This design comes from an exercise in tuning for small area and a short achievable clock period on the open sky130 flow, not from production work. Function was checked by simulation only, so behaviour that the tests miss may differ from the original. Power and IR drop assume default switching activity.

== the baseline ==
Design packet_router, start of the top module:
module packet_router #(
  parameter integer PATH_COUNT = 4,
  parameter integer DATA_WIDTH = 64
)(
  input   wire                                  iClk,
  input   wire                                  iRst,
  input   wire                                  iPktValid,
  input   wire  [DATA_WIDTH-1:0]                iPktData,
  output  wire  [DATA_WIDTH-1:0]                oData,
  output  wire  [PATH_COUNT-1:0]                oDataVld,
  input   wire  [PATH_COUNT-1:0] [31:0]         iRegMatchCriteria
);
Size: ~2200 cells after synthesis, about 1100 flip-flops.
==> flow/config.mk <==
export PLATFORM = sky130hd
export DESIGN_NAME = packet_router
export DESIGN_NICKNAME = packet_router
export VERILOG_FILES = /design/flow/design.v
export SDC_FILE = /design/flow/constraint.sdc
export NUM_CORES = 4
export LEC_CHECK = 0
export CAP_MARGIN = 20
export CORE_MARGIN = 2
export CORE_UTILIZATION = 60
export CTS_CLUSTER_DIAMETER = 80
export CTS_CLUSTER_SIZE = 25
export SETUP_SLACK_MARGIN = 3.0
export SLEW_MARGIN = 20
export TNS_END_PERCENT = 25
==> flow/constraint.sdc <==
create_clock -name core_clock -period 5.0 [get_ports {iClk}]
set_input_delay 1.0000 -clock core_clock [delete_from_list [all_inputs] [get_ports {iClk}]]
set_output_delay 1.0000 -clock core_clock [all_outputs]
set_load 0.01 [all_outputs]
run.sh (not shown) runs the stock make flow with config.mk's settings and CLKGATE_MAP_FILE= SYNTH_SCRIPT=/design/flow/synth_recipe.tcl, a recipe that flattens the netlist after the stock synthesis.
Here is what was changed in the inputs of the candidate compared with the baseline.
==> flow/flow/run.sh (new file) <==
#!/bin/bash
# Layout flow: the standard ORFS flow (standard.sh, unchanged synthesis,
# floorplan, placement, CTS and routing), with the smallest buffer given to
# buffer_ports for the port buffers; timing repair still resizes them.
cp standard.sh standard_sh.log
export BUFFER_PORTS_ARGS="-buffer_cell sky130_fd_sc_hd__buf_1"
bash standard.sh > standard.log 2>&1
==> flow/standard.sh (new file) <==
#!/bin/bash
# synth_recipe.tcl (not shown) runs the flow's synth.tcl, then flattens the netlist and writes it again
# the make line also repeats each setting of config.mk as NAME=value (left out here)
make -C /OpenROAD-flow-scripts/flow DESIGN_CONFIG=/design/flow/config.mk WORK_HOME=/design/flow/orfs CLKGATE_MAP_FILE= SYNTH_SCRIPT=/design/flow/synth_recipe.tcl "${@:-finish}"
removed: flow/run.sh
Findings:
- The candidate went all the way through synthesis, placement and routing and the layout is clean on timing, DRC and antenna.
- The cell count in the candidate sits 0.60% below the value recorded for the baseline.
- Compared with the baseline, the candidate shows a power per unit of standard cell area that is 6.1 nW/um^2 higher.
- On count of nets after finishing: between the baseline and the candidate, it ends up higher for the baseline.
- Re utilization: the baseline was higher than the candidate.
- The candidate vs the baseline, critical setup path kind: reg2reg vs reg2out
- In terms of sequential group power, the candidate and the baseline differ only marginally.
- The candidate: critical path depth higher than the baseline
- Number of post-CTS setup repair buffers (lower): the candidate
- A cell with the largest stage delay on the worst path of and2_2 is what the candidate shows, while dfxtp_2 belongs to the baseline.
- Cmp the baseline and the candidate / total design power / lower: the candidate

packet_router, a different RTL version from the one above (not shown whole).
Size in the first run: roughly 2,300 cells after synthesis, about 1,100 flip-flops, about 260 I/O pins, roughly 41,000 um2 of cells after synthesis.
export LEC_CHECK = 0
export CAP_MARGIN = 20
export CORE_MARGIN = 2
export CORE_UTILIZATION = 40
export SETUP_SLACK_MARGIN = 2.5
export SLEW_MARGIN = 20
create_clock -name core_clock -period 5.0 [get_ports {iClk}]
Stock flow here: none of the scripts above is used.
The baseline completed without violations.
Next try:
CORE_UTILIZATION = 55   (was 40)
SETUP_SLACK_MARGIN = 3.0   (was 2.5)
Power is higher by 4.0%.
Die area came out lower by 27%.
Synthesized cell count stays the same.
Non-clock buffer count rose by 299.
Combinational power came out higher by 26%.
Hold slack is about the same.
Setup slack gains 0.16 ns.
Global-route usage goes up by 14 points.
Clock skew falls by 0.0064 ns.
Next try:
CORE_UTILIZATION = 40   (was 55)
SETUP_SLACK_MARGIN = not set   (was 3.0)
The changed run completed without violations.
Power fell by 2.4%.
Sequential share of layout area increases by 8.7 points.
Routed wire length decreases by 26%.
Non-clock buffer count goes down by 375.
Synthesized cell count is unchanged.

== try-fjord ==
Another version of the RTL of packet_router (not shown whole).
Size in the first run: about 260 I/O pins, roughly 41,000 µm² of cells after synthesis.
clock: 5.0 ns
lec_check: 0
cap_margin: 20
core_margin: 2
core_utilization: 60
cts_cluster_diameter: 80
cts_cluster_size: 25
setup_slack_margin: 3.2
slew_margin: 20
tns_end_percent: 40
try-fjord completed; timing, DRC and antenna clean
Input changes introduced in try-lagoon (baseline for comparison: try-fjord):
# try-fjord
export LEC_CHECK = 0
export CAP_MARGIN = 20
export CORE_MARGIN = 2
export CORE_UTILIZATION = 60
export CTS_CLUSTER_DIAMETER = 80
export CTS_CLUSTER_SIZE = 25
export SETUP_SLACK_MARGIN = 3.2
export SLEW_MARGIN = 20
export TNS_END_PERCENT = 40
create_clock -name core_clock -period 5.0 [get_ports {iClk}]
# try-lagoon
export LEC_CHECK = 0
export CAP_MARGIN = 20
export CORE_MARGIN = 2
export CORE_UTILIZATION = 60
export CTS_CLUSTER_DIAMETER = 80
export CTS_CLUSTER_SIZE = 25
export SETUP_SLACK_MARGIN = 3.0
export SLEW_MARGIN = 20
export TNS_END_PERCENT = 25
create_clock -name core_clock -period 5.0 [get_ports {iClk}]
### Flow results
- Via count of the first global-routing pass delta for try-lagoon relative to try-fjord: 2.4% lower
- Net count of the finished layout shrinks by a few percent when moving from try-fjord to try-lagoon.
- Relative to try-fjord, post-synthesis to final-layout area growth decreased by 3.0 points in try-lagoon.
- try-lagoon vs try-fjord: core utilization of the finished layout down in try-lagoon
- Wire length of the first global-routing pass on try-lagoon is ahead of try-fjord.
- The run showing the greater cell-internal power is try-fjord.
--- input diff try-lagoon..try-nickel ---
# try-lagoon
export LEC_CHECK = 0
export CAP_MARGIN = 20
export CORE_MARGIN = 2
export CORE_UTILIZATION = 60
export CTS_CLUSTER_DIAMETER = 80
export CTS_CLUSTER_SIZE = 25
export SETUP_SLACK_MARGIN = 3.0
export SLEW_MARGIN = 20
export TNS_END_PERCENT = 25
create_clock -name core_clock -period 5.0 [get_ports {iClk}]
# try-nickel
export LEC_CHECK = 0
export CAP_MARGIN = 20
export CORE_MARGIN = 2
export CORE_UTILIZATION = 60
export CTS_CLUSTER_DIAMETER = 100
export CTS_CLUSTER_SIZE = 30
export SETUP_SLACK_MARGIN = 3.0
export SLEW_MARGIN = 20
export TNS_END_PERCENT = 25
create_clock -name core_clock -period 5.0 [get_ports {iClk}]
==> flow/flow/run.sh (new file) <==
#!/bin/bash
# Layout flow: the standard ORFS flow (standard.sh, unchanged synthesis,
# floorplan, placement, CTS and routing), with the smallest buffer given to
# buffer_ports for the port buffers; timing repair still resizes them.
cp standard.sh standard_sh.log
export BUFFER_PORTS_ARGS="-buffer_cell sky130_fd_sc_hd__buf_1"
bash standard.sh > standard.log 2>&1
==> flow/standard.sh (new file) <==
#!/bin/bash
# synth_recipe.tcl (not shown) runs the flow's synth.tcl, then flattens the netlist and writes it again
# the make line also repeats each setting of config.mk as NAME=value (left out here)
make -C /OpenROAD-flow-scripts/flow DESIGN_CONFIG=/design/flow/config.mk WORK_HOME=/design/flow/orfs CLKGATE_MAP_FILE= SYNTH_SCRIPT=/design/flow/synth_recipe.tcl "${@:-finish}"
removed: flow/run.sh
==> comparison <==
For try-nickel and try-lagoon, there was not a single run that failed to finish clean.
Clock buffer count from CTS delta for try-nickel relative to try-lagoon: 8 lower
The core of try-nickel is less densely filled than that of try-lagoon.
Cmp try-nickel and try-lagoon / share of cells above drive strength 1 / lower: try-nickel
try-nickel vs. try-lagoon: number of violations reported at the end of detailed-routing iteration 0 rose 305; combinational group power shrank by 7.4%.
Proportion of power drawn by the clock network came out lower on try-nickel than on try-lagoon.
Compared with try-lagoon, try-nickel improves least setup slack across all paths after layout.
Setup changes, try-nickel to try-onyx
# try-nickel
export LEC_CHECK = 0
export CAP_MARGIN = 20
export CORE_MARGIN = 2
export CORE_UTILIZATION = 60
export CTS_CLUSTER_DIAMETER = 100
export CTS_CLUSTER_SIZE = 30
export SETUP_SLACK_MARGIN = 3.0
export SLEW_MARGIN = 20
export TNS_END_PERCENT = 25
create_clock -name core_clock -period 5.0 [get_ports {iClk}]
# try-onyx
export LEC_CHECK = 0
export CAP_MARGIN = 20
export CORE_MARGIN = 2
export CORE_UTILIZATION = 70
export CTS_CLUSTER_DIAMETER = 80
export CTS_CLUSTER_SIZE = 25
export SETUP_SLACK_MARGIN = 3.0
export SLEW_MARGIN = 20
export TNS_END_PERCENT = 25
create_clock -name core_clock -period 5.0 [get_ports {iClk}]
==> flow/run.sh (new file) <==
#!/bin/bash
# synth_recipe.tcl (not shown) runs the flow's synth.tcl, then flattens the netlist and writes it again
# the make line also repeats each setting of config.mk as NAME=value (left out here)
make -C /OpenROAD-flow-scripts/flow DESIGN_CONFIG=/design/flow/config.mk WORK_HOME=/design/flow/orfs CLKGATE_MAP_FILE= SYNTH_SCRIPT=/design/flow/synth_recipe.tcl finish
removed: flow/flow/run.sh
removed: flow/standard.sh
Findings:
Between try-nickel and try-onyx, met2 usage increased.
Final setup slack of the worst path deteriorates in try-onyx relative to try-nickel.
Number of buffers inserted during clock tree synthesis (higher): try-onyx
The cell count reported for try-onyx is smaller than that of try-nickel by 2.2%.
Delta (try-onyx minus try-nickel): number of clock buffer instances in the layout has increased, combinational power has increased, later-pin clock latency in the skew report has increased.
diff inputs: try-onyx => try-cedar
# try-onyx
export LEC_CHECK = 0
export CAP_MARGIN = 20
export CORE_MARGIN = 2
export CORE_UTILIZATION = 70
export CTS_CLUSTER_DIAMETER = 80
export CTS_CLUSTER_SIZE = 25
export SETUP_SLACK_MARGIN = 3.0
export SLEW_MARGIN = 20
export TNS_END_PERCENT = 25
create_clock -name core_clock -period 5.0 [get_ports {iClk}]
# try-cedar
export LEC_CHECK = 0
export CAP_MARGIN = 20
export CORE_MARGIN = 2
export CORE_UTILIZATION = 60
export CTS_CLUSTER_DIAMETER = 80
export CTS_CLUSTER_SIZE = 25
export SETUP_SLACK_MARGIN = 3.0
export SLEW_MARGIN = 20
export TNS_END_PERCENT = 25
create_clock -name core_clock -period 5.0 [get_ports {iClk}]
==> flow/flow/run.sh (new file) <==
#!/bin/bash
# Layout flow: the standard ORFS flow (standard.sh, unchanged synthesis,
# floorplan, placement, CTS and routing), with the smallest buffer given to
# buffer_ports for the port buffers; timing repair still resizes them.
cp standard.sh standard_sh.log
export BUFFER_PORTS_ARGS="-buffer_cell sky130_fd_sc_hd__buf_1"
bash standard.sh > standard.log 2>&1
==> flow/standard.sh (new file) <==
#!/bin/bash
# synth_recipe.tcl (not shown) runs the flow's synth.tcl, then flattens the netlist and writes it again
# the make line also repeats each setting of config.mk as NAME=value (left out here)
make -C /OpenROAD-flow-scripts/flow DESIGN_CONFIG=/design/flow/config.mk WORK_HOME=/design/flow/orfs CLKGATE_MAP_FILE= SYNTH_SCRIPT=/design/flow/synth_recipe.tcl "${@:-finish}"
removed: flow/run.sh
==> summary.txt <==
try-cedar: full flow OK, the timing, DRC and antenna checks passed. try-cedar ended up with more standard cells than try-onyx. try-cedar vs. try-onyx: overflow left after global routing held steady; area of the core region grew by about 17%. try-cedar vs. try-onyx: count of clock-buffer cells in the layout +about 3.3%; met2 capacity usage during global routing -6.9 points. The maximum frequency of try-onyx and that of try-cedar are within noise of each other. try-cedar leaves more setup margin than try-onyx. What try-onyx reported for area of the die has to be multiplied by 1.16 to get the figure for try-cedar. Taking try-onyx as the reference, in try-cedar synthesized instance count shows no meaningful change; post-route fraction of the period consumed by the critical path shows no meaningful change.
#### Input delta (try-sierra over try-cedar)
# try-cedar
export LEC_CHECK = 0
export CAP_MARGIN = 20
export CORE_MARGIN = 2
export CORE_UTILIZATION = 60
export CTS_CLUSTER_DIAMETER = 80
export CTS_CLUSTER_SIZE = 25
export SETUP_SLACK_MARGIN = 3.0
export SLEW_MARGIN = 20
export TNS_END_PERCENT = 25
create_clock -name core_clock -period 5.0 [get_ports {iClk}]
# try-sierra
export LEC_CHECK = 0
export CAP_MARGIN = 20
export CORE_MARGIN = 2
export CORE_UTILIZATION = 60
export CTS_CLUSTER_DIAMETER = 80
export CTS_CLUSTER_SIZE = 25
export SETUP_SLACK_MARGIN = 2.9
export SLEW_MARGIN = 20
export TNS_END_PERCENT = 25
create_clock -name core_clock -period 5.0 [get_ports {iClk}]
--- outcome ---
The final reports for try-sierra and try-cedar show number of cells on the worst reg-to-reg path lower in the former. From try-cedar to try-sierra, area enclosed by the die boundary did not move at all. Compared try-sierra against try-cedar; clock insertion delay at the later pin of the skew report within noise. Any difference in cell count after placement between try-sierra and try-cedar is small enough to ignore. Routed wire in try-sierra totals less than in try-cedar. Sort try-sierra and try-cedar by clock network fraction of total power, descending, and try-cedar comes first. NOTE leakage power summed over all cells try-cedar->try-sierra decreased slightly. Of try-sierra and try-cedar, the run reporting the higher placer congestion estimate was try-cedar. | power | lower: try-sierra |. Instance count of the mapped netlist across try-sierra and try-cedar: no real change.

[afterwards: timing with drivers on the ports]
The results above use ideal ports. As a check the final layouts listed here were re-extracted and re-timed, cells and wires unchanged.
Step 1 sets driving cells, clkbuf_16 on the clock port and buf_2 on the other inputs (assumed; they add their load-dependent delay and slew).
Step 2, shift: input delay + t, output delay - t, t = (earliest + latest rising clock arrival at the registers) / 2. This alone moves slack from input paths to output paths.
Slacks: no drivers / after step 1 / after step 2; pairs: no drivers / after step 1.
run	shift t [ns]	slack for setup (ns)	hold slack, ns
the baseline	0.695	2.856 / 2.790 / 2.214	0.477 / 0.477 / 0.477
the candidate	0.717	2.800 / 2.770 / 2.161	0.481 / 0.481 / 0.481
the first run of note 2	0.739	2.464 / 2.464 / 1.812	0.519 / 0.519 / 0.519
the second run of note 2	0.742	2.629 / 2.629 / 1.994	0.517 / 0.517 / 0.517
the third run of note 2	0.742	1.385 / 1.415 / 0.674	0.528 / 0.528 / 0.528
try-fjord	0.706	2.844 / 2.778 / 2.234	0.476 / 0.476 / 0.476
try-lagoon	0.709	2.844 / 2.777 / 2.210	0.478 / 0.478 / 0.478
try-nickel	0.676	2.873 / 2.809 / 2.225	0.488 / 0.488 / 0.488
try-onyx	0.704	2.841 / 2.776 / 2.222	0.480 / 0.480 / 0.480
try-cedar	0.712	2.847 / 2.781 / 2.188	0.486 / 0.486 / 0.486
try-sierra	0.700	2.833 / 2.768 / 2.181	0.483 / 0.483 / 0.483
After both steps setup and hold are still met in every run listed. The setup slack of the third run of note 2, which loses most, moves by +0.030 ns with the drivers and by -0.711 ns with both steps.
